Source: an optimization exercise on an open RTL-to-GDS flow (aim: small area, a short achievable clock period and few clock cycles). Production flows keep margins and buffers that such runs may drop.
The RTL was checked by simulation tests, not by an equivalence proof against the original design.

[design/flow/config.mk]
export PLATFORM = sky130hd
export DESIGN_NAME = booth_mul64
export DESIGN_NICKNAME = booth_mul64
export VERILOG_FILES = /design/flow/design.v
export SDC_FILE = /design/flow/constraint.sdc
export NUM_CORES = 4
export LEC_CHECK = 0
export CAP_MARGIN = 20
export CORE_MARGIN = 2
export CORE_UTILIZATION = 40
export SLEW_MARGIN = 20
[design/flow/run.sh]
#!/bin/bash
# synth_recipe.tcl (not shown) runs the flow's synth.tcl, then flattens the netlist and writes it again
# the make line also repeats each setting of config.mk as NAME=value (left out here)
make -C /OpenROAD-flow-scripts/flow DESIGN_CONFIG=/design/flow/config.mk WORK_HOME=/design/flow/orfs CLKGATE_MAP_FILE= SYNTH_SCRIPT=/design/flow/synth_recipe.tcl finish
[design/flow/constraint.sdc]
create_clock -name core_clock -period 10.0 [get_ports {clk}]
set_input_delay 2.0000 -clock core_clock [delete_from_list [all_inputs] [get_ports {clk}]]
set_output_delay 2.0000 -clock core_clock [all_outputs]
set_load 0.01 [all_outputs]
[design/flow/design.v]
module booth_mul64(op_done, result, clk, reset_n, multiplier, multiplicand, op_start, op_clear);
  input clk, reset_n, op_start, op_clear;
  input [63:0] multiplier, multiplicand;
  output op_done;
  output [127:0] result;
  reg busy, done;
  reg [2:0] cnt;
  reg [63:0] M;           
  reg [63:0] acc;         
  reg [63:0] Q;           
  reg qm1;                
  assign op_done = done;
  assign result = {acc[63:0], Q};
  always @(posedge clk or negedge reset_n)
    if (!reset_n) begin
      busy <= 1'b0;
      done <= 1'b0;
    end else if (!op_start || op_clear) begin
      busy <= 1'b0;
      done <= 1'b0;
    end else if (!busy && !done) begin
      busy <= 1'b1;
    end else if (busy && cnt == 3'd7) begin
      busy <= 1'b0;
      done <= 1'b1;
    end
  always @(posedge clk)
    if (busy) cnt <= cnt + 1'b1;
    else cnt <= 3'd0;
  wire [8:0] bq = {Q[7:0], qm1};
  wire [3:0] one, two, ng;
  wire [64:0] ma = {M[63], M};
  wire [65:0] ma2 = {M[63], M, 1'b0};
  assign one[0] = bq[1] ^ bq[0];
  assign two[0] = (bq[2] & ~bq[1] & ~bq[0]) | (~bq[2] & bq[1] & bq[0]);
  assign ng[0] = bq[2];
  assign one[1] = bq[3] ^ bq[2];
  assign two[1] = (bq[4] & ~bq[3] & ~bq[2]) | (~bq[4] & bq[3] & bq[2]);
  assign ng[1] = bq[4];
  assign one[2] = bq[5] ^ bq[4];
  assign two[2] = (bq[6] & ~bq[5] & ~bq[4]) | (~bq[6] & bq[5] & bq[4]);
  assign ng[2] = bq[6];
  assign one[3] = bq[7] ^ bq[6];
  assign two[3] = (bq[8] & ~bq[7] & ~bq[6]) | (~bq[8] & bq[7] & bq[6]);
  assign ng[3] = bq[8];
  wire [64:0] p0 = (({65{one[0]}} & ma) | ({65{two[0]}} & ma2[64:0])) ^ {65{ng[0]}};
  wire [64:0] p1 = (({65{one[1]}} & ma) | ({65{two[1]}} & ma2[64:0])) ^ {65{ng[1]}};
  wire [64:0] p2 = (({65{one[2]}} & ma) | ({65{two[2]}} & ma2[64:0])) ^ {65{ng[2]}};
  wire [64:0] p3 = (({65{one[3]}} & ma) | ({65{two[3]}} & ma2[64:0])) ^ {65{ng[3]}};
  wire t1, t2, t3, t4, t5, t6, t7, t8, t9, t10, t11, t12, t13, t14, t15, t16, t17, t18, t19, t20, t21, t22, t23, t24, t25, t26, t27, t28, t29, t30, t31, t32, t33, t34, t35, t36, t37, t38, t39, t40, t41, t42, t43, t44, t45, t46, t47, t48, t49, t50, t51, t52, t53, t54, t55, t56, t57, t58, t59, t60, t61, t62, t63, t64, t65, t66, t67, t68, t69, t70, t71, t72, t73, t74, t75, t76, t77, t78, t79, t80, t81, t82, t83, t84, t85, t86, t87, t88, t89, t90, t91, t92, t93, t94, t95, t96, t97, t98, t99, t100, t101, t102, t103, t104, t105, t106, t107, t108, t109, t110, t111, t112, t113, t114, t115, t116, t117, t118, t119, t120, t121, t122, t123, t124, t125, t126, t127, t128, t129, t130, t131, t132, t133, t134, t135, t136, t137, t138, t139, t140, t141, t142, t143, t144, t145, t146, t147, t148, t149, t150, t151, t152, t153, t154, t155, t156, t157, t158, t159, t160, t161, t162, t163, t164, t165, t166, t167, t168, t169, t170, t171, t172, t173, t174, t175, t176, t177, t178, t179, t180, t181, t182, t183, t184, t185, t186, t187, t188, t189, t190, t191, t192, t193, t194, t195, t196, t197, t198, t199, t200, t201, t202, t203, t204, t205, t206, t207, t208, t209, t210, t211, t212, t213, t214, t215, t216, t217, t218, t219, t220, t221, t222, t223, t224, t225, t226, t227, t228, t229, t230, t231, t232, t233, t234, t235, t236, t237, t238, t239, t240, t241, t242, t243, t244, t245, t246, t247, t248, t249, t250, t251, t252, t253, t254, t255, t256, t257, t258, t259, t260, t261, t262, t263, t264, t265, t266, t267, t268, t269, t270, t271, t272, t273, t274, t275, t276, t277, t278, t279, t280, t281, t282, t283, t284, t285, t286, t287, t288, t289, t290, t291, t292, t293, t294, t295, t296, t297, t298, t299, t300, t301, t302, t303, t304, t305, t306, t307, t308, t309, t310, t311, t312, t313, t314, t315, t316, t317, t318, t319, t320, t321, t322, t323, t324, t325, t326, t327, t328, t329, t330, t331, t332, t333, t334, t335, t336, t337, t338, t339, t340, t341, t342, t343, t344, t345, t346, t347, t348, t349, t350, t351, t352, t353, t354, t355, t356, t357, t358, t359, t360, t361, t362, t363, t364, t365, t366, t367, t368, t369, t370, t371, t372, t373, t374, t375, t376, t377, t378, t379, t380, t381, t382, t383, t384, t385, t386;
  assign t1 = acc[2] ^ p0[2] ^ p1[0];
  assign t2 = (acc[2] & p0[2]) | (p1[0] & (acc[2] ^ p0[2]));
  assign t3 = acc[3] ^ p0[3] ^ p1[1];
  assign t4 = (acc[3] & p0[3]) | (p1[1] & (acc[3] ^ p0[3]));
  assign t5 = acc[4] ^ p0[4] ^ p1[2];
  assign t6 = (acc[4] & p0[4]) | (p1[2] & (acc[4] ^ p0[4]));
  assign t7 = acc[5] ^ p0[5] ^ p1[3];
  assign t8 = (acc[5] & p0[5]) | (p1[3] & (acc[5] ^ p0[5]));
  assign t9 = acc[6] ^ p0[6] ^ p1[4];
  assign t10 = (acc[6] & p0[6]) | (p1[4] & (acc[6] ^ p0[6]));
  assign t11 = p2[2] ^ p3[0] ^ ng[3];
  assign t12 = (p2[2] & p3[0]) | (ng[3] & (p2[2] ^ p3[0]));
  assign t13 = acc[7] ^ p0[7] ^ p1[5];
  assign t14 = (acc[7] & p0[7]) | (p1[5] & (acc[7] ^ p0[7]));
  assign t15 = acc[8] ^ p0[8] ^ p1[6];
  assign t16 = (acc[8] & p0[8]) | (p1[6] & (acc[8] ^ p0[8]));
  assign t17 = acc[9] ^ p0[9] ^ p1[7];
  assign t18 = (acc[9] & p0[9]) | (p1[7] & (acc[9] ^ p0[9]));
  assign t19 = acc[10] ^ p0[10] ^ p1[8];
  assign t20 = (acc[10] & p0[10]) | (p1[8] & (acc[10] ^ p0[10]));
  assign t21 = acc[11] ^ p0[11] ^ p1[9];
  assign t22 = (acc[11] & p0[11]) | (p1[9] & (acc[11] ^ p0[11]));
  assign t23 = acc[12] ^ p0[12] ^ p1[10];
  assign t24 = (acc[12] & p0[12]) | (p1[10] & (acc[12] ^ p0[12]));
  assign t25 = acc[13] ^ p0[13] ^ p1[11];
  assign t26 = (acc[13] & p0[13]) | (p1[11] & (acc[13] ^ p0[13]));
  assign t27 = acc[14] ^ p0[14] ^ p1[12];
  assign t28 = (acc[14] & p0[14]) | (p1[12] & (acc[14] ^ p0[14]));
  assign t29 = acc[15] ^ p0[15] ^ p1[13];
  assign t30 = (acc[15] & p0[15]) | (p1[13] & (acc[15] ^ p0[15]));
  assign t31 = acc[16] ^ p0[16] ^ p1[14];
  assign t32 = (acc[16] & p0[16]) | (p1[14] & (acc[16] ^ p0[16]));
  assign t33 = acc[17] ^ p0[17] ^ p1[15];
  assign t34 = (acc[17] & p0[17]) | (p1[15] & (acc[17] ^ p0[17]));
  assign t35 = acc[18] ^ p0[18] ^ p1[16];
  assign t36 = (acc[18] & p0[18]) | (p1[16] & (acc[18] ^ p0[18]));
  assign t37 = acc[19] ^ p0[19] ^ p1[17];
  assign t38 = (acc[19] & p0[19]) | (p1[17] & (acc[19] ^ p0[19]));
  assign t39 = acc[20] ^ p0[20] ^ p1[18];
  assign t40 = (acc[20] & p0[20]) | (p1[18] & (acc[20] ^ p0[20]));
  assign t41 = acc[21] ^ p0[21] ^ p1[19];
  assign t42 = (acc[21] & p0[21]) | (p1[19] & (acc[21] ^ p0[21]));
  assign t43 = acc[22] ^ p0[22] ^ p1[20];
  assign t44 = (acc[22] & p0[22]) | (p1[20] & (acc[22] ^ p0[22]));
  assign t45 = acc[23] ^ p0[23] ^ p1[21];
  assign t46 = (acc[23] & p0[23]) | (p1[21] & (acc[23] ^ p0[23]));
  assign t47 = acc[24] ^ p0[24] ^ p1[22];
  assign t48 = (acc[24] & p0[24]) | (p1[22] & (acc[24] ^ p0[24]));
  assign t49 = acc[25] ^ p0[25] ^ p1[23];
  assign t50 = (acc[25] & p0[25]) | (p1[23] & (acc[25] ^ p0[25]));
  assign t51 = acc[26] ^ p0[26] ^ p1[24];
  assign t52 = (acc[26] & p0[26]) | (p1[24] & (acc[26] ^ p0[26]));
  assign t53 = acc[27] ^ p0[27] ^ p1[25];
  assign t54 = (acc[27] & p0[27]) | (p1[25] & (acc[27] ^ p0[27]));
  assign t55 = acc[28] ^ p0[28] ^ p1[26];
  assign t56 = (acc[28] & p0[28]) | (p1[26] & (acc[28] ^ p0[28]));
  assign t57 = acc[29] ^ p0[29] ^ p1[27];
  assign t58 = (acc[29] & p0[29]) | (p1[27] & (acc[29] ^ p0[29]));
  assign t59 = acc[30] ^ p0[30] ^ p1[28];
  assign t60 = (acc[30] & p0[30]) | (p1[28] & (acc[30] ^ p0[30]));
  assign t61 = acc[31] ^ p0[31] ^ p1[29];
  assign t62 = (acc[31] & p0[31]) | (p1[29] & (acc[31] ^ p0[31]));
  assign t63 = acc[32] ^ p0[32] ^ p1[30];
  assign t64 = (acc[32] & p0[32]) | (p1[30] & (acc[32] ^ p0[32]));
  assign t65 = acc[33] ^ p0[33] ^ p1[31];
  assign t66 = (acc[33] & p0[33]) | (p1[31] & (acc[33] ^ p0[33]));
  assign t67 = acc[34] ^ p0[34] ^ p1[32];
  assign t68 = (acc[34] & p0[34]) | (p1[32] & (acc[34] ^ p0[34]));
  assign t69 = acc[35] ^ p0[35] ^ p1[33];
  assign t70 = (acc[35] & p0[35]) | (p1[33] & (acc[35] ^ p0[35]));
  assign t71 = acc[36] ^ p0[36] ^ p1[34];
  assign t72 = (acc[36] & p0[36]) | (p1[34] & (acc[36] ^ p0[36]));
  assign t73 = acc[37] ^ p0[37] ^ p1[35];
  assign t74 = (acc[37] & p0[37]) | (p1[35] & (acc[37] ^ p0[37]));
  assign t75 = acc[38] ^ p0[38] ^ p1[36];
  assign t76 = (acc[38] & p0[38]) | (p1[36] & (acc[38] ^ p0[38]));
  assign t77 = acc[39] ^ p0[39] ^ p1[37];
  assign t78 = (acc[39] & p0[39]) | (p1[37] & (acc[39] ^ p0[39]));
  assign t79 = acc[40] ^ p0[40] ^ p1[38];
  assign t80 = (acc[40] & p0[40]) | (p1[38] & (acc[40] ^ p0[40]));
  assign t81 = acc[41] ^ p0[41] ^ p1[39];
  assign t82 = (acc[41] & p0[41]) | (p1[39] & (acc[41] ^ p0[41]));
  assign t83 = acc[42] ^ p0[42] ^ p1[40];
  assign t84 = (acc[42] & p0[42]) | (p1[40] & (acc[42] ^ p0[42]));
  assign t85 = acc[43] ^ p0[43] ^ p1[41];
  assign t86 = (acc[43] & p0[43]) | (p1[41] & (acc[43] ^ p0[43]));
  assign t87 = acc[44] ^ p0[44] ^ p1[42];
  assign t88 = (acc[44] & p0[44]) | (p1[42] & (acc[44] ^ p0[44]));
  assign t89 = acc[45] ^ p0[45] ^ p1[43];
  assign t90 = (acc[45] & p0[45]) | (p1[43] & (acc[45] ^ p0[45]));
  assign t91 = acc[46] ^ p0[46] ^ p1[44];
  assign t92 = (acc[46] & p0[46]) | (p1[44] & (acc[46] ^ p0[46]));
  assign t93 = acc[47] ^ p0[47] ^ p1[45];
  assign t94 = (acc[47] & p0[47]) | (p1[45] & (acc[47] ^ p0[47]));
  assign t95 = acc[48] ^ p0[48] ^ p1[46];
  assign t96 = (acc[48] & p0[48]) | (p1[46] & (acc[48] ^ p0[48]));
  assign t97 = acc[49] ^ p0[49] ^ p1[47];
  assign t98 = (acc[49] & p0[49]) | (p1[47] & (acc[49] ^ p0[49]));
  assign t99 = acc[50] ^ p0[50] ^ p1[48];
  assign t100 = (acc[50] & p0[50]) | (p1[48] & (acc[50] ^ p0[50]));
  assign t101 = acc[51] ^ p0[51] ^ p1[49];
  assign t102 = (acc[51] & p0[51]) | (p1[49] & (acc[51] ^ p0[51]));
  assign t103 = acc[52] ^ p0[52] ^ p1[50];
  assign t104 = (acc[52] & p0[52]) | (p1[50] & (acc[52] ^ p0[52]));
  assign t105 = acc[53] ^ p0[53] ^ p1[51];
  assign t106 = (acc[53] & p0[53]) | (p1[51] & (acc[53] ^ p0[53]));
  assign t107 = acc[54] ^ p0[54] ^ p1[52];
  assign t108 = (acc[54] & p0[54]) | (p1[52] & (acc[54] ^ p0[54]));
  assign t109 = acc[55] ^ p0[55] ^ p1[53];
  assign t110 = (acc[55] & p0[55]) | (p1[53] & (acc[55] ^ p0[55]));
  assign t111 = acc[56] ^ p0[56] ^ p1[54];
  assign t112 = (acc[56] & p0[56]) | (p1[54] & (acc[56] ^ p0[56]));
  assign t113 = acc[57] ^ p0[57] ^ p1[55];
  assign t114 = (acc[57] & p0[57]) | (p1[55] & (acc[57] ^ p0[57]));
  assign t115 = acc[58] ^ p0[58] ^ p1[56];
  assign t116 = (acc[58] & p0[58]) | (p1[56] & (acc[58] ^ p0[58]));
  assign t117 = acc[59] ^ p0[59] ^ p1[57];
  assign t118 = (acc[59] & p0[59]) | (p1[57] & (acc[59] ^ p0[59]));
  assign t119 = acc[60] ^ p0[60] ^ p1[58];
  assign t120 = (acc[60] & p0[60]) | (p1[58] & (acc[60] ^ p0[60]));
  assign t121 = acc[61] ^ p0[61] ^ p1[59];
  assign t122 = (acc[61] & p0[61]) | (p1[59] & (acc[61] ^ p0[61]));
  assign t123 = acc[62] ^ p0[62] ^ p1[60];
  assign t124 = (acc[62] & p0[62]) | (p1[60] & (acc[62] ^ p0[62]));
  assign t125 = 1'b1 ^ ~acc[63] ^ p0[63];
  assign t126 = (1'b1 & ~acc[63]) | (p0[63] & (1'b1 ^ ~acc[63]));
  assign t127 = p1[61] ^ p2[59] ^ p3[57];
  assign t128 = (p1[61] & p2[59]) | (p3[57] & (p1[61] ^ p2[59]));
  assign t129 = ~p0[64] ^ p1[62] ^ p2[60];
  assign t130 = (~p0[64] & p1[62]) | (p2[60] & (~p0[64] ^ p1[62]));
  assign t131 = 1'b1 ^ p1[63] ^ p2[61];
  assign t132 = (1'b1 & p1[63]) | (p2[61] & (1'b1 ^ p1[63]));
  assign t133 = ~p1[64] ^ p2[62] ^ p3[60];
  assign t134 = (~p1[64] & p2[62]) | (p3[60] & (~p1[64] ^ p2[62]));
  assign t135 = 1'b1 ^ p2[63] ^ p3[61];
  assign t136 = (1'b1 & p2[63]) | (p3[61] & (1'b1 ^ p2[63]));
  assign t137 = p2[0] ^ ng[2] ^ t5;
  assign t138 = (p2[0] & ng[2]) | (t5 & (p2[0] ^ ng[2]));
  assign t139 = p2[1] ^ t7 ^ t6;
  assign t140 = (p2[1] & t7) | (t6 & (p2[1] ^ t7));
  assign t141 = t9 ^ t11 ^ t8;
  assign t142 = (t9 & t11) | (t8 & (t9 ^ t11));
  assign t143 = p2[3] ^ p3[1] ^ t13;
  assign t144 = (p2[3] & p3[1]) | (t13 & (p2[3] ^ p3[1]));
  assign t145 = p2[4] ^ p3[2] ^ t15;
  assign t146 = (p2[4] & p3[2]) | (t15 & (p2[4] ^ p3[2]));
  assign t147 = p2[5] ^ p3[3] ^ t17;
  assign t148 = (p2[5] & p3[3]) | (t17 & (p2[5] ^ p3[3]));
  assign t149 = p2[6] ^ p3[4] ^ t19;
  assign t150 = (p2[6] & p3[4]) | (t19 & (p2[6] ^ p3[4]));
  assign t151 = p2[7] ^ p3[5] ^ t21;
  assign t152 = (p2[7] & p3[5]) | (t21 & (p2[7] ^ p3[5]));
  assign t153 = p2[8] ^ p3[6] ^ t23;
  assign t154 = (p2[8] & p3[6]) | (t23 & (p2[8] ^ p3[6]));
  assign t155 = p2[9] ^ p3[7] ^ t25;
  assign t156 = (p2[9] & p3[7]) | (t25 & (p2[9] ^ p3[7]));
  assign t157 = p2[10] ^ p3[8] ^ t27;
  assign t158 = (p2[10] & p3[8]) | (t27 & (p2[10] ^ p3[8]));
  assign t159 = p2[11] ^ p3[9] ^ t29;
  assign t160 = (p2[11] & p3[9]) | (t29 & (p2[11] ^ p3[9]));
  assign t161 = p2[12] ^ p3[10] ^ t31;
  assign t162 = (p2[12] & p3[10]) | (t31 & (p2[12] ^ p3[10]));
  assign t163 = p2[13] ^ p3[11] ^ t33;
  assign t164 = (p2[13] & p3[11]) | (t33 & (p2[13] ^ p3[11]));
  assign t165 = p2[14] ^ p3[12] ^ t35;
  assign t166 = (p2[14] & p3[12]) | (t35 & (p2[14] ^ p3[12]));
  assign t167 = p2[15] ^ p3[13] ^ t37;
  assign t168 = (p2[15] & p3[13]) | (t37 & (p2[15] ^ p3[13]));
  assign t169 = p2[16] ^ p3[14] ^ t39;
  assign t170 = (p2[16] & p3[14]) | (t39 & (p2[16] ^ p3[14]));
  assign t171 = p2[17] ^ p3[15] ^ t41;
  assign t172 = (p2[17] & p3[15]) | (t41 & (p2[17] ^ p3[15]));
  assign t173 = p2[18] ^ p3[16] ^ t43;
  assign t174 = (p2[18] & p3[16]) | (t43 & (p2[18] ^ p3[16]));
  assign t175 = p2[19] ^ p3[17] ^ t45;
  assign t176 = (p2[19] & p3[17]) | (t45 & (p2[19] ^ p3[17]));
  assign t177 = p2[20] ^ p3[18] ^ t47;
  assign t178 = (p2[20] & p3[18]) | (t47 & (p2[20] ^ p3[18]));
  assign t179 = p2[21] ^ p3[19] ^ t49;
  assign t180 = (p2[21] & p3[19]) | (t49 & (p2[21] ^ p3[19]));
  assign t181 = p2[22] ^ p3[20] ^ t51;
  assign t182 = (p2[22] & p3[20]) | (t51 & (p2[22] ^ p3[20]));
  assign t183 = p2[23] ^ p3[21] ^ t53;
  assign t184 = (p2[23] & p3[21]) | (t53 & (p2[23] ^ p3[21]));
  assign t185 = p2[24] ^ p3[22] ^ t55;
  assign t186 = (p2[24] & p3[22]) | (t55 & (p2[24] ^ p3[22]));
  assign t187 = p2[25] ^ p3[23] ^ t57;
  assign t188 = (p2[25] & p3[23]) | (t57 & (p2[25] ^ p3[23]));
  assign t189 = p2[26] ^ p3[24] ^ t59;
  assign t190 = (p2[26] & p3[24]) | (t59 & (p2[26] ^ p3[24]));
  assign t191 = p2[27] ^ p3[25] ^ t61;
  assign t192 = (p2[27] & p3[25]) | (t61 & (p2[27] ^ p3[25]));
  assign t193 = p2[28] ^ p3[26] ^ t63;
  assign t194 = (p2[28] & p3[26]) | (t63 & (p2[28] ^ p3[26]));
  assign t195 = p2[29] ^ p3[27] ^ t65;
  assign t196 = (p2[29] & p3[27]) | (t65 & (p2[29] ^ p3[27]));
  assign t197 = p2[30] ^ p3[28] ^ t67;
  assign t198 = (p2[30] & p3[28]) | (t67 & (p2[30] ^ p3[28]));
  assign t199 = p2[31] ^ p3[29] ^ t69;
  assign t200 = (p2[31] & p3[29]) | (t69 & (p2[31] ^ p3[29]));
  assign t201 = p2[32] ^ p3[30] ^ t71;
  assign t202 = (p2[32] & p3[30]) | (t71 & (p2[32] ^ p3[30]));
  assign t203 = p2[33] ^ p3[31] ^ t73;
  assign t204 = (p2[33] & p3[31]) | (t73 & (p2[33] ^ p3[31]));
  assign t205 = p2[34] ^ p3[32] ^ t75;
  assign t206 = (p2[34] & p3[32]) | (t75 & (p2[34] ^ p3[32]));
  assign t207 = p2[35] ^ p3[33] ^ t77;
  assign t208 = (p2[35] & p3[33]) | (t77 & (p2[35] ^ p3[33]));
  assign t209 = p2[36] ^ p3[34] ^ t79;
  assign t210 = (p2[36] & p3[34]) | (t79 & (p2[36] ^ p3[34]));
  assign t211 = p2[37] ^ p3[35] ^ t81;
  assign t212 = (p2[37] & p3[35]) | (t81 & (p2[37] ^ p3[35]));
  assign t213 = p2[38] ^ p3[36] ^ t83;
  assign t214 = (p2[38] & p3[36]) | (t83 & (p2[38] ^ p3[36]));
  assign t215 = p2[39] ^ p3[37] ^ t85;
  assign t216 = (p2[39] & p3[37]) | (t85 & (p2[39] ^ p3[37]));
  assign t217 = p2[40] ^ p3[38] ^ t87;
  assign t218 = (p2[40] & p3[38]) | (t87 & (p2[40] ^ p3[38]));
  assign t219 = p2[41] ^ p3[39] ^ t89;
  assign t220 = (p2[41] & p3[39]) | (t89 & (p2[41] ^ p3[39]));
  assign t221 = p2[42] ^ p3[40] ^ t91;
  assign t222 = (p2[42] & p3[40]) | (t91 & (p2[42] ^ p3[40]));
  assign t223 = p2[43] ^ p3[41] ^ t93;
  assign t224 = (p2[43] & p3[41]) | (t93 & (p2[43] ^ p3[41]));
  assign t225 = p2[44] ^ p3[42] ^ t95;
  assign t226 = (p2[44] & p3[42]) | (t95 & (p2[44] ^ p3[42]));
  assign t227 = p2[45] ^ p3[43] ^ t97;
  assign t228 = (p2[45] & p3[43]) | (t97 & (p2[45] ^ p3[43]));
  assign t229 = p2[46] ^ p3[44] ^ t99;
  assign t230 = (p2[46] & p3[44]) | (t99 & (p2[46] ^ p3[44]));
  assign t231 = p2[47] ^ p3[45] ^ t101;
  assign t232 = (p2[47] & p3[45]) | (t101 & (p2[47] ^ p3[45]));
  assign t233 = p2[48] ^ p3[46] ^ t103;
  assign t234 = (p2[48] & p3[46]) | (t103 & (p2[48] ^ p3[46]));
  assign t235 = p2[49] ^ p3[47] ^ t105;
  assign t236 = (p2[49] & p3[47]) | (t105 & (p2[49] ^ p3[47]));
  assign t237 = p2[50] ^ p3[48] ^ t107;
  assign t238 = (p2[50] & p3[48]) | (t107 & (p2[50] ^ p3[48]));
  assign t239 = p2[51] ^ p3[49] ^ t109;
  assign t240 = (p2[51] & p3[49]) | (t109 & (p2[51] ^ p3[49]));
  assign t241 = p2[52] ^ p3[50] ^ t111;
  assign t242 = (p2[52] & p3[50]) | (t111 & (p2[52] ^ p3[50]));
  assign t243 = p2[53] ^ p3[51] ^ t113;
  assign t244 = (p2[53] & p3[51]) | (t113 & (p2[53] ^ p3[51]));
  assign t245 = p2[54] ^ p3[52] ^ t115;
  assign t246 = (p2[54] & p3[52]) | (t115 & (p2[54] ^ p3[52]));
  assign t247 = p2[55] ^ p3[53] ^ t117;
  assign t248 = (p2[55] & p3[53]) | (t117 & (p2[55] ^ p3[53]));
  assign t249 = p2[56] ^ p3[54] ^ t119;
  assign t250 = (p2[56] & p3[54]) | (t119 & (p2[56] ^ p3[54]));
  assign t251 = p2[57] ^ p3[55] ^ t121;
  assign t252 = (p2[57] & p3[55]) | (t121 & (p2[57] ^ p3[55]));
  assign t253 = p2[58] ^ p3[56] ^ t123;
  assign t254 = (p2[58] & p3[56]) | (t123 & (p2[58] ^ p3[56]));
  assign t255 = t125 ^ t127 ^ t124;
  assign t256 = (t125 & t127) | (t124 & (t125 ^ t127));
  assign t257 = p3[58] ^ t129 ^ t126;
  assign t258 = (p3[58] & t129) | (t126 & (p3[58] ^ t129));
  assign t259 = p3[59] ^ t131 ^ t130;
  assign t260 = (p3[59] & t131) | (t130 & (p3[59] ^ t131));
  assign t261 = ~p2[64] ^ p3[62] ^ t136;
  assign t262 = (~p2[64] & p3[62]) | (t136 & (~p2[64] ^ p3[62]));
  assign t263 = t10 ^ t12 ^ t143;
  assign t264 = (t10 & t12) | (t143 & (t10 ^ t12));
  assign t265 = t14 ^ t145 ^ t144;
  assign t266 = (t14 & t145) | (t144 & (t14 ^ t145));
  assign t267 = t16 ^ t147 ^ t146;
  assign t268 = (t16 & t147) | (t146 & (t16 ^ t147));
  assign t269 = t18 ^ t149 ^ t148;
  assign t270 = (t18 & t149) | (t148 & (t18 ^ t149));
  assign t271 = t20 ^ t151 ^ t150;
  assign t272 = (t20 & t151) | (t150 & (t20 ^ t151));
  assign t273 = t22 ^ t153 ^ t152;
  assign t274 = (t22 & t153) | (t152 & (t22 ^ t153));
  assign t275 = t24 ^ t155 ^ t154;
  assign t276 = (t24 & t155) | (t154 & (t24 ^ t155));
  assign t277 = t26 ^ t157 ^ t156;
  assign t278 = (t26 & t157) | (t156 & (t26 ^ t157));
  assign t279 = t28 ^ t159 ^ t158;
  assign t280 = (t28 & t159) | (t158 & (t28 ^ t159));
  assign t281 = t30 ^ t161 ^ t160;
  assign t282 = (t30 & t161) | (t160 & (t30 ^ t161));
  assign t283 = t32 ^ t163 ^ t162;
  assign t284 = (t32 & t163) | (t162 & (t32 ^ t163));
  assign t285 = t34 ^ t165 ^ t164;
  assign t286 = (t34 & t165) | (t164 & (t34 ^ t165));
  assign t287 = t36 ^ t167 ^ t166;
  assign t288 = (t36 & t167) | (t166 & (t36 ^ t167));
  assign t289 = t38 ^ t169 ^ t168;
  assign t290 = (t38 & t169) | (t168 & (t38 ^ t169));
  assign t291 = t40 ^ t171 ^ t170;
  assign t292 = (t40 & t171) | (t170 & (t40 ^ t171));
  assign t293 = t42 ^ t173 ^ t172;
  assign t294 = (t42 & t173) | (t172 & (t42 ^ t173));
  assign t295 = t44 ^ t175 ^ t174;
  assign t296 = (t44 & t175) | (t174 & (t44 ^ t175));
  assign t297 = t46 ^ t177 ^ t176;
  assign t298 = (t46 & t177) | (t176 & (t46 ^ t177));
  assign t299 = t48 ^ t179 ^ t178;
  assign t300 = (t48 & t179) | (t178 & (t48 ^ t179));
  assign t301 = t50 ^ t181 ^ t180;
  assign t302 = (t50 & t181) | (t180 & (t50 ^ t181));
  assign t303 = t52 ^ t183 ^ t182;
  assign t304 = (t52 & t183) | (t182 & (t52 ^ t183));
  assign t305 = t54 ^ t185 ^ t184;
  assign t306 = (t54 & t185) | (t184 & (t54 ^ t185));
  assign t307 = t56 ^ t187 ^ t186;
  assign t308 = (t56 & t187) | (t186 & (t56 ^ t187));
  assign t309 = t58 ^ t189 ^ t188;
  assign t310 = (t58 & t189) | (t188 & (t58 ^ t189));
  assign t311 = t60 ^ t191 ^ t190;
  assign t312 = (t60 & t191) | (t190 & (t60 ^ t191));
  assign t313 = t62 ^ t193 ^ t192;
  assign t314 = (t62 & t193) | (t192 & (t62 ^ t193));
  assign t315 = t64 ^ t195 ^ t194;
  assign t316 = (t64 & t195) | (t194 & (t64 ^ t195));
  assign t317 = t66 ^ t197 ^ t196;
  assign t318 = (t66 & t197) | (t196 & (t66 ^ t197));
  assign t319 = t68 ^ t199 ^ t198;
  assign t320 = (t68 & t199) | (t198 & (t68 ^ t199));
  assign t321 = t70 ^ t201 ^ t200;
  assign t322 = (t70 & t201) | (t200 & (t70 ^ t201));
  assign t323 = t72 ^ t203 ^ t202;
  assign t324 = (t72 & t203) | (t202 & (t72 ^ t203));
  assign t325 = t74 ^ t205 ^ t204;
  assign t326 = (t74 & t205) | (t204 & (t74 ^ t205));
  assign t327 = t76 ^ t207 ^ t206;
  assign t328 = (t76 & t207) | (t206 & (t76 ^ t207));
  assign t329 = t78 ^ t209 ^ t208;
  assign t330 = (t78 & t209) | (t208 & (t78 ^ t209));
  assign t331 = t80 ^ t211 ^ t210;
  assign t332 = (t80 & t211) | (t210 & (t80 ^ t211));
  assign t333 = t82 ^ t213 ^ t212;
  assign t334 = (t82 & t213) | (t212 & (t82 ^ t213));
  assign t335 = t84 ^ t215 ^ t214;
  assign t336 = (t84 & t215) | (t214 & (t84 ^ t215));
  assign t337 = t86 ^ t217 ^ t216;
  assign t338 = (t86 & t217) | (t216 & (t86 ^ t217));
  assign t339 = t88 ^ t219 ^ t218;
  assign t340 = (t88 & t219) | (t218 & (t88 ^ t219));
  assign t341 = t90 ^ t221 ^ t220;
  assign t342 = (t90 & t221) | (t220 & (t90 ^ t221));
  assign t343 = t92 ^ t223 ^ t222;
  assign t344 = (t92 & t223) | (t222 & (t92 ^ t223));
  assign t345 = t94 ^ t225 ^ t224;
  assign t346 = (t94 & t225) | (t224 & (t94 ^ t225));
  assign t347 = t96 ^ t227 ^ t226;
  assign t348 = (t96 & t227) | (t226 & (t96 ^ t227));
  assign t349 = t98 ^ t229 ^ t228;
  assign t350 = (t98 & t229) | (t228 & (t98 ^ t229));
  assign t351 = t100 ^ t231 ^ t230;
  assign t352 = (t100 & t231) | (t230 & (t100 ^ t231));
  assign t353 = t102 ^ t233 ^ t232;
  assign t354 = (t102 & t233) | (t232 & (t102 ^ t233));
  assign t355 = t104 ^ t235 ^ t234;
  assign t356 = (t104 & t235) | (t234 & (t104 ^ t235));
  assign t357 = t106 ^ t237 ^ t236;
  assign t358 = (t106 & t237) | (t236 & (t106 ^ t237));
  assign t359 = t108 ^ t239 ^ t238;
  assign t360 = (t108 & t239) | (t238 & (t108 ^ t239));
  assign t361 = t110 ^ t241 ^ t240;
  assign t362 = (t110 & t241) | (t240 & (t110 ^ t241));
  assign t363 = t112 ^ t243 ^ t242;
  assign t364 = (t112 & t243) | (t242 & (t112 ^ t243));
  assign t365 = t114 ^ t245 ^ t244;
  assign t366 = (t114 & t245) | (t244 & (t114 ^ t245));
  assign t367 = t116 ^ t247 ^ t246;
  assign t368 = (t116 & t247) | (t246 & (t116 ^ t247));
  assign t369 = t118 ^ t249 ^ t248;
  assign t370 = (t118 & t249) | (t248 & (t118 ^ t249));
  assign t371 = t120 ^ t251 ^ t250;
  assign t372 = (t120 & t251) | (t250 & (t120 ^ t251));
  assign t373 = t122 ^ t253 ^ t252;
  assign t374 = (t122 & t253) | (t252 & (t122 ^ t253));
  assign t375 = t255 ^ t254;
  assign t376 = t255 & t254;
  assign t377 = t128 ^ t257 ^ t256;
  assign t378 = (t128 & t257) | (t256 & (t128 ^ t257));
  assign t379 = t259 ^ t258;
  assign t380 = t259 & t258;
  assign t381 = t133 ^ t132 ^ t260;
  assign t382 = (t133 & t132) | (t260 & (t133 ^ t132));
  assign t383 = t135 ^ t134;
  assign t384 = t135 & t134;
  assign t385 = 1'b1 ^ p3[63];
  assign t386 = 1'b1 & p3[63];
  wire [71:0] r0 = {1'b1, ~p3[64], t262, t261, t383, t381, t379, t377, t375, t373, t371, t369, t367, t365, t363, t361, t359, t357, t355, t353, t351, t349, t347, t345, t343, t341, t339, t337, t335, t333, t331, t329, t327, t325, t323, t321, t319, t317, t315, t313, t311, t309, t307, t305, t303, t301, t299, t297, t295, t293, t291, t289, t287, t285, t283, t281, t279, t277, t275, t273, t271, t269, t267, t265, t142, t141, t139, t4, t3, ng[1], acc[1], acc[0]};
  wire [71:0] r1 = {1'b0, t386, t385, t384, t382, t380, t378, t376, t374, t372, t370, t368, t366, t364, t362, t360, t358, t356, t354, t352, t350, t348, t346, t344, t342, t340, t338, t336, t334, t332, t330, t328, t326, t324, t322, t320, t318, t316, t314, t312, t310, t308, t306, t304, t302, t300, t298, t296, t294, t292, t290, t288, t286, t284, t282, t280, t278, t276, t274, t272, t270, t268, t266, t264, t263, t140, t138, t137, t2, t1, p0[1], p0[0]};
  wire [71:0] x = r0 + r1 + ng[0];
  always @(posedge clk) begin
    M <= multiplicand;
    if (busy) begin
      acc <= x[71:8];
      Q <= {x[7:0], Q[63:8]};
      qm1 <= Q[7];
    end else if (!done) begin
      acc <= 64'd0;
      Q <= multiplier;
      qm1 <= 1'b0;
    end
  end
endmodule
==> results of run 1 <==
flip-flops by register name, indices dropped and copies added (netlist names):
register  count
M            64
acc          64
busy          1
Q            64
qm1           1
done          1
cnt           3
area by class of cell:
class	count	area share, %
clock buffers	17	1.453
clock inverters	15	0.7605
inverters	286	3.666
multi-input cells	2495	62.34
flip-flops and latches	198	17.99
well taps	855	3.653
repair buffers	303	10.14
critical path: stages (launching register included):
cell	delay (ps)
edfxtp_1	370
buf_4	250
buf_4	340
nor2_4	420
buf_4	690
a21oi_1	80
nor2_1	120
a221oi_1	70
fa_1	500
fa_1	540
inv_1	50
fa_1	500
inv_1	40
ha_1	400
a21oi_1	240
o21bai_1	90
a21oi_1	450
o311ai_0	370
nor2_1	180
o21ai_1	160
a21boi_0	320
xor2_1	210
nor2_1	70
final timing paths:
kind,slack [ps],to,depth (start not counted),from
worst min register to register,440,cnt[0],1,cnt[0]
worst max-delay path,3090,acc[35],22,Q[0]
min in group asynchronous,1620,busy,1,reset_n
worst min-delay path,440,cnt[0],1,cnt[0]
max in group asynchronous,8250,busy,1,reset_n
worst max register to register,3090,acc[35],22,Q[0]
metal layers:
layer	up-vias	global-route usage, %
li1	11750	-
met3	127	4.990
met2	1024	40.78
met4	0	8.988
met1	12010	38.16
met5	-	0
synth_stat cells (30+ instances only):
| cell type | instances |
|---|---|
| edfxtp_1 | 129 |
| nor2_1 | 311 |
| a221oi_1 | 119 |
| a21oi_1 | 440 |
| mux2_2 | 63 |
| buf_1 | 54 |
| nand4_1 | 31 |
| o22ai_1 | 201 |
| xor2_1 | 30 |
| o31ai_1 | 95 |
| a22oi_1 | 39 |
| o21ai_0 | 83 |
| dfxtp_1 | 67 |
| clkbuf_1 | 341 |
| nand2_1 | 303 |
| maj3_1 | 121 |
| nor2b_1 | 105 |
| fa_1 | 185 |
| xnor2_1 | 38 |
| a21o_1 | 37 |
| inv_1 | 284 |
| ha_1 | 78 |
cell families (layout without fill, tap and decap cells):
group	Yosys count	count (layout)
xor gates and xnor gates	69	69
buffers and inverters	695	621
DFF	198	198
adders and majority gates	384	384
AOI/OAI and AO/OA	1133	1133
and+or+nand+nor	841	841
muxes	68	68
metrics by stage:
stage	hold slack (ps)	instance area (um2)
after floorplan	399.2	26130
after global placement	422.2	28620
after detailed placement	428.6	28620
after CTS	449.8	29270
after global routing	462.9	29290
final	436.3	29290
==> metrics.cfg, run 1 <==
[outcome]
outcome = timing/DRC/antenna clean

[global_route]
grt_pass1_wl_mm = 140.7
grt_pass1_vias = 23270
antenna_found_initial = 3
grt_start_max_net_pins = 173
grt_usage_pct = 26.82
grt-ovfl-total = 0

[worst_setup_path]
critical_path_arrival_ps = 7160
critPathKind = flip-flop to flip-flop
cp-end-kind = flip-flop
critPathRequiredTime_ps = 10250
crit_fanout = 70
worstSetupStartpointType = flip-flop

[placement]
place_ws_ps = 3135
portBuffers = 260
gp_routability_congestion = 0.8966
dpl.hpwl_mm = 63.98
dp.cells = 4136

[timing]
grt_setup_unrepaired = false
hold_violations = 0
drv_slew = 0
worst_pin_slew_ps = 1105
fin_crit_sh_pct = 69.13
slew_headroom_pct = 26.32
max_freq_ghz = 0.1447
finClkSkew_ps = 20.54
tns_ps = 0
period_minus_slack_ps = 6913
setup_viol = 0
setup_slack_ps = 3087

[routing]
drt-total-wl_mm = 91.16
ant_nets = 0
wl_met2_mm = 40.40
vias_per_cell = 5.974
wl_per_cell_um = 21.87
drt-met1-wl_mm = 41.50
firstDrtPassIters = 6
wl_met3_mm = 6.661
drt_iter0_markers = 2574
vias = 24900
top_layer_used = met4
drc = 0

[yosys]
synth_mux_area_share_pct = 2.920
synth_area_leaders = edfxtp_1 (15%), fa_1 (14%), a21oi_1 (8.4%)
syn_area_mm2 = 0.02613
async_flop_share_pct = 1.010
synth_compound_area_share_pct = 27.54
synth_edf_count = 129
syn_nets = 3783
synth_area_per_cell_um2 = 7.714
synth_top_family_by_area = compound AO/OA/AOI/OAI gates
syn_inst = 3388
synth_simple_gate_area_share_pct = 14.39
ys.flop_type = edfxtp_1
ys_ff_latch = 198
netlist.top_cell.by_area = edfxtp_1
ys_types = 79
synth_fa_ha_area_share_pct = 22.54
yosysWarnings = 1
netlist.area_leader.share_pct = 14.82
synthXorXnorAreaFrac_pct = 2.341
ys_seq_area_share_pct = 20.15

[floorplanning]
start_util_pct = 40.47
num_rows = 93
core_area_mm2 = 0.06458
dieHeight_um = 259.6
ios = 261
dieArea_mm2 = 0.06739
die_w_um = 259.6

[clock_network]
clock-root-buffer = clkbuf_16
postCtsSetupRepairBufs = 0
clk_latency_ps = 530
hold_buffers = 0
clk_pin_slew_ps = 90
postCtsResizedCells = 0
cts_num_sinks = 198
numCtsBuffers = 17
htreeDepth = 4
cts.path.max_buffers = 2
cts_tree = built

[hold_path]
hp-class = flip-flop to flip-flop

[final_layout]
layout_commonest_cell = a21oi_1
multi_input_area_mm2 = 0.01826
instances_no_fill = 4169
nets = 3696
fillerInstances = 6466
drive_gt1_share_pct = 5.522
final_cell_mix = a21oi_1 (440), nor2_1 (309), nand2_1 (300)
num_antenna_cells = 0
fin_util_pct = 45.35
register_area_mm2 = 0.005269
area.growth.synth_to_final_pct = 12.06

[run]
drv_cap = 0

Testbench counts, summed over its fixed seeds: cycles 4,216.
==> inputs of run 2 (changes only) <==
--- a/design/flow/design.v
+++ b/design/flow/design.v
@@ -9,5 +9,4 @@
   reg [63:0] acc;         
   reg [63:0] Q;           
-  reg qm1;                
   assign op_done = done;
   assign result = {acc[63:0], Q};
@@ -28,20 +27,22 @@
     if (busy) cnt <= cnt + 1'b1;
     else cnt <= 3'd0;
-  wire [8:0] bq = {Q[7:0], qm1};
-  wire [3:0] one, two, ng;
+  reg [3:0] one, two, ng;
+  wire [8:0] bq = busy ? Q[15:7] : {multiplier[7:0], 1'b0};
+  always @(posedge clk) begin
+    one[0] <= bq[1] ^ bq[0];
+    two[0] <= (bq[2] & ~bq[1] & ~bq[0]) | (~bq[2] & bq[1] & bq[0]);
+    ng[0] <= bq[2];
+    one[1] <= bq[3] ^ bq[2];
+    two[1] <= (bq[4] & ~bq[3] & ~bq[2]) | (~bq[4] & bq[3] & bq[2]);
+    ng[1] <= bq[4];
+    one[2] <= bq[5] ^ bq[4];
+    two[2] <= (bq[6] & ~bq[5] & ~bq[4]) | (~bq[6] & bq[5] & bq[4]);
+    ng[2] <= bq[6];
+    one[3] <= bq[7] ^ bq[6];
+    two[3] <= (bq[8] & ~bq[7] & ~bq[6]) | (~bq[8] & bq[7] & bq[6]);
+    ng[3] <= bq[8];
+  end
   wire [64:0] ma = {M[63], M};
   wire [65:0] ma2 = {M[63], M, 1'b0};
-  assign one[0] = bq[1] ^ bq[0];
-  assign two[0] = (bq[2] & ~bq[1] & ~bq[0]) | (~bq[2] & bq[1] & bq[0]);
-  assign ng[0] = bq[2];
-  assign one[1] = bq[3] ^ bq[2];
-  assign two[1] = (bq[4] & ~bq[3] & ~bq[2]) | (~bq[4] & bq[3] & bq[2]);
-  assign ng[1] = bq[4];
-  assign one[2] = bq[5] ^ bq[4];
-  assign two[2] = (bq[6] & ~bq[5] & ~bq[4]) | (~bq[6] & bq[5] & bq[4]);
-  assign ng[2] = bq[6];
-  assign one[3] = bq[7] ^ bq[6];
-  assign two[3] = (bq[8] & ~bq[7] & ~bq[6]) | (~bq[8] & bq[7] & bq[6]);
-  assign ng[3] = bq[8];
   wire [64:0] p0 = (({65{one[0]}} & ma) | ({65{two[0]}} & ma2[64:0])) ^ {65{ng[0]}};
   wire [64:0] p1 = (({65{one[1]}} & ma) | ({65{two[1]}} & ma2[64:0])) ^ {65{ng[1]}};
@@ -443,9 +444,7 @@
       acc <= x[71:8];
       Q <= {x[7:0], Q[63:8]};
-      qm1 <= Q[7];
     end else if (!done) begin
       acc <= 64'd0;
       Q <= multiplier;
-      qm1 <= 1'b0;
     end
   end
--- a/design/flow/config.mk
+++ b/design/flow/config.mk
@@ -9,3 +9,4 @@
 export CORE_MARGIN = 2
 export CORE_UTILIZATION = 40
+export SETUP_SLACK_MARGIN = 5
 export SLEW_MARGIN = 20
==> metrics.cfg, run 2 <==
[outcome]
outcome = timing/DRC/antenna clean

[worst_setup_path]
critPathKind = flip-flop to flip-flop
worstSetupStartpointType = flip-flop
crit_top_cell = fa_1
crit_chain = buf_12, bufbuf_16, a22oi_1, xnor2_1, fa_1, fa_1, inv_1, fa_1, inv_1, ha_1, a21oi_1, o21bai_1, a21oi_1, o21ai_0, nand3_1, o311ai_4, o21ai_0, or3b_1
cp-end-kind = flip-flop
critical_path_arrival_ps = 5510
crit_fanout = 16
cp_slowest_stage_delay_ps = 560
critPathRequiredTime_ps = 10320
crit_path_top_delay_cell = fa_1

[yosys]
syn_area_mm2 = 0.02083
synth_area_per_cell_um2 = 9.547
ys_seq_area_share_pct = 26.28
synth_area_leaders = edfxtp_1 (18%), fa_1 (18%), xnor2_1 (11%)
ys.flop_type = edfxtp_1
yosysWarnings = 1
yosysMostFrequentCell = inv_1
async_flop_share_pct = 0.9569
netlist.area_leader.share_pct = 18.45
syn_inst = 2182
syn_nets = 2577
ys_types = 73
synth_edf_count = 128
ys_ff_latch = 209
netlist.top_cell.by_area = edfxtp_1
synth_commonest_cells = inv_1 (284), xnor2_1 (265), a22oi_1 (252), fa_1 (185), edfxtp_1 (128)

[global_route]
grt_usage_pct = 25.64
grt_pass1_wl_mm = 107.4
grt_pass1_vias = 18270
antenna_found_initial = 1
grt_start_max_net_pins = 73
grt-ovfl-total = 0

[placement]
portBuffers = 260
gp_routability_congestion = 0.9573
dpl.hpwl_mm = 47.12

[final_layout]
fillerInstances = 4520
nets = 2790
num_antenna_cells = 0
final_cell_mix = inv_1 (277), clkdlybuf4s50_1 (260), xnor2_1 (253)
area.growth.synth_to_final_pct = 31.35
largestRegisters = M: 64 flops, Q: 64 flops, acc: 64 flops
drive_gt1_share_pct = 19.54
layout_commonest_cell = inv_1

[routing]
ant_nets = 0
drt-total-wl_mm = 72.04
firstDrtPassIters = 6
vias = 17800
wl_per_cell_um = 23.27
drc = 0
vias_per_cell = 5.748
drt_iter0_markers = 1778

[floorplanning]
num_rows = 83
die_w_um = 232.2
dieArea_mm2 = 0.05392
ios = 261
core_area_mm2 = 0.05141
start_util_pct = 40.52
dieHeight_um = 232.2

[timing]
grt_setup_unrepaired = true
finClkSkew_ps = 19.53
slew_headroom_pct = 37.22
hold_violations = 0
hold_ws_ps = 438.0
drv_slew = 0
tns_ps = 0
period_minus_slack_ps = 5189
setup_viol = 0
worst_pin_slew_ps = 941.6
max_freq_ghz = 0.1927
fin_crit_sh_pct = 51.89

[clock_network]
cts.path.max_buffers = 3
clk_latency_ps = 590
cts_num_sinks = 209
htreeDepth = 1
clk_pin_slew_ps = 60
clock-root-buffer = clkbuf_16
cts_tree = built
hold_buffers = 0
numCtsBuffers = 27

[run]
drv_cap = 0

[hold_path]
hp-class = flip-flop to flip-flop

## run 2: path summary, 6_finish.rpt
path	start	end	slack [ps]	cells after the start
worst max-delay path	one[1]	acc[59]	4810	18
worst min-delay path	cnt[0]	cnt[0]	440	1
worst max register to register	one[1]	acc[59]	4810	18
worst min register to register	cnt[0]	cnt[0]	440	1
max in group asynchronous	reset_n	busy	8280	1
min in group asynchronous	reset_n	busy	1590	1
## run 2: cells by family after synthesis
kind of cell,Yosys count,share of synthesized area [%]
buffers and inverters,477,9.064
adders and majority gates,263,22.46
AOI/OAI and AO/OA,551,18.33
muxes,67,3.574
DFF,209,26.28
xor gates and xnor gates,318,13.37
and+or+nand+nor,297,6.913
## run 2: layout make-up
class	count	area [um2]	area share (%)
Timing Repair Buffer	376	4028	14.72
Sequential cell	209	5528	20.20
Clock buffer	35	749.5	2.739
Inverter	285	1070	3.910
Tap cell	680	850.8	3.109
Clock inverter	15	153.9	0.5624
Multi-Input combinational cell	1496	14980	54.76
## run 2: layer usage
metal / share of wire [%] / global-route usage, % / vias up
met5: 0.018 / 0 / -
met4: 4.1 / 9.355 / 2
met3: 9.2 / 6.152 / 188
met2: 46 / 41.10 / 939
met1: 40 / 33.59 / 8820
li1: - / - / 7846
## run 2: worst max-delay path: cells and delay by family (launching register included)
kind / cells / cell delay, ps
adder cells (fa/ha/maj): 4 / 1940
AO/OA/AOI/OAI: 7 / 1180
buffers and inverters: 4 / 580
AND/OR/NAND/NOR: 2 / 550
flip-flops: 1 / 470
XOR/XNOR: 1 / 210
## run 2: timing repair
item / in CTS / in global routing
pin swaps: 99 / 44
buffers inserted: 53 / 35
cloned: 8 / 5
endpoints found under the hold margin: 0 / 0
setup endpoints to repair: 57 / 44
gates resized for setup: 245 / 110
## run 2: through the flow
step | utilization [%] | setup WS (ps) | cell area, um2 | std cells
2_1_floorplan | - | 4980 | 20930 | 2182
3_3_place_gp | 46.02 | 3789 | 23660 | 2945
6_report | 53.23 | 4811 | 27360 | 3096
4_1_cts | 51.58 | 4913 | 26510 | 3056
5_1_grt | 53.23 | 4614 | 27360 | 3096
3_5_place_dp | 46.02 | 3594 | 23660 | 2945
Testbench counts of run 2, summed over its fixed seeds: cycles 4,216.

[afterwards: timing with drivers on the ports]
In the flow no input, the clock included, has a driving cell. The finished layouts below were timed again as built, in two steps. Step 1 sets driving cells, clkbuf_16 on the clock port and buf_2 on the other inputs (assumed; they add their load-dependent delay and slew). Step 2, shift: input delay + t, output delay - t, t = (earliest + latest rising clock arrival at the registers) / 2. This alone moves slack from input paths to output paths. a / b / c = ideal / step 1 / step 2; a / b = the first two.
| run | t (ns) | setup slack, ns | hold slack, ns | worst setup path after step 2 | slew at the worst register clock pin (ns) |
|---|---|---|---|---|---|
| run 1 | 0.580 | 3.087 / 3.087 / 3.087 | 0.436 / 0.436 / 0.436 | register to register | 0.10 / 0.10 |
| run 2 | 0.639 | 4.811 / 4.811 / 4.811 | 0.438 / 0.438 / 0.438 | register to register | 0.07 / 0.07 |
After both steps setup and hold are still met in every run listed.
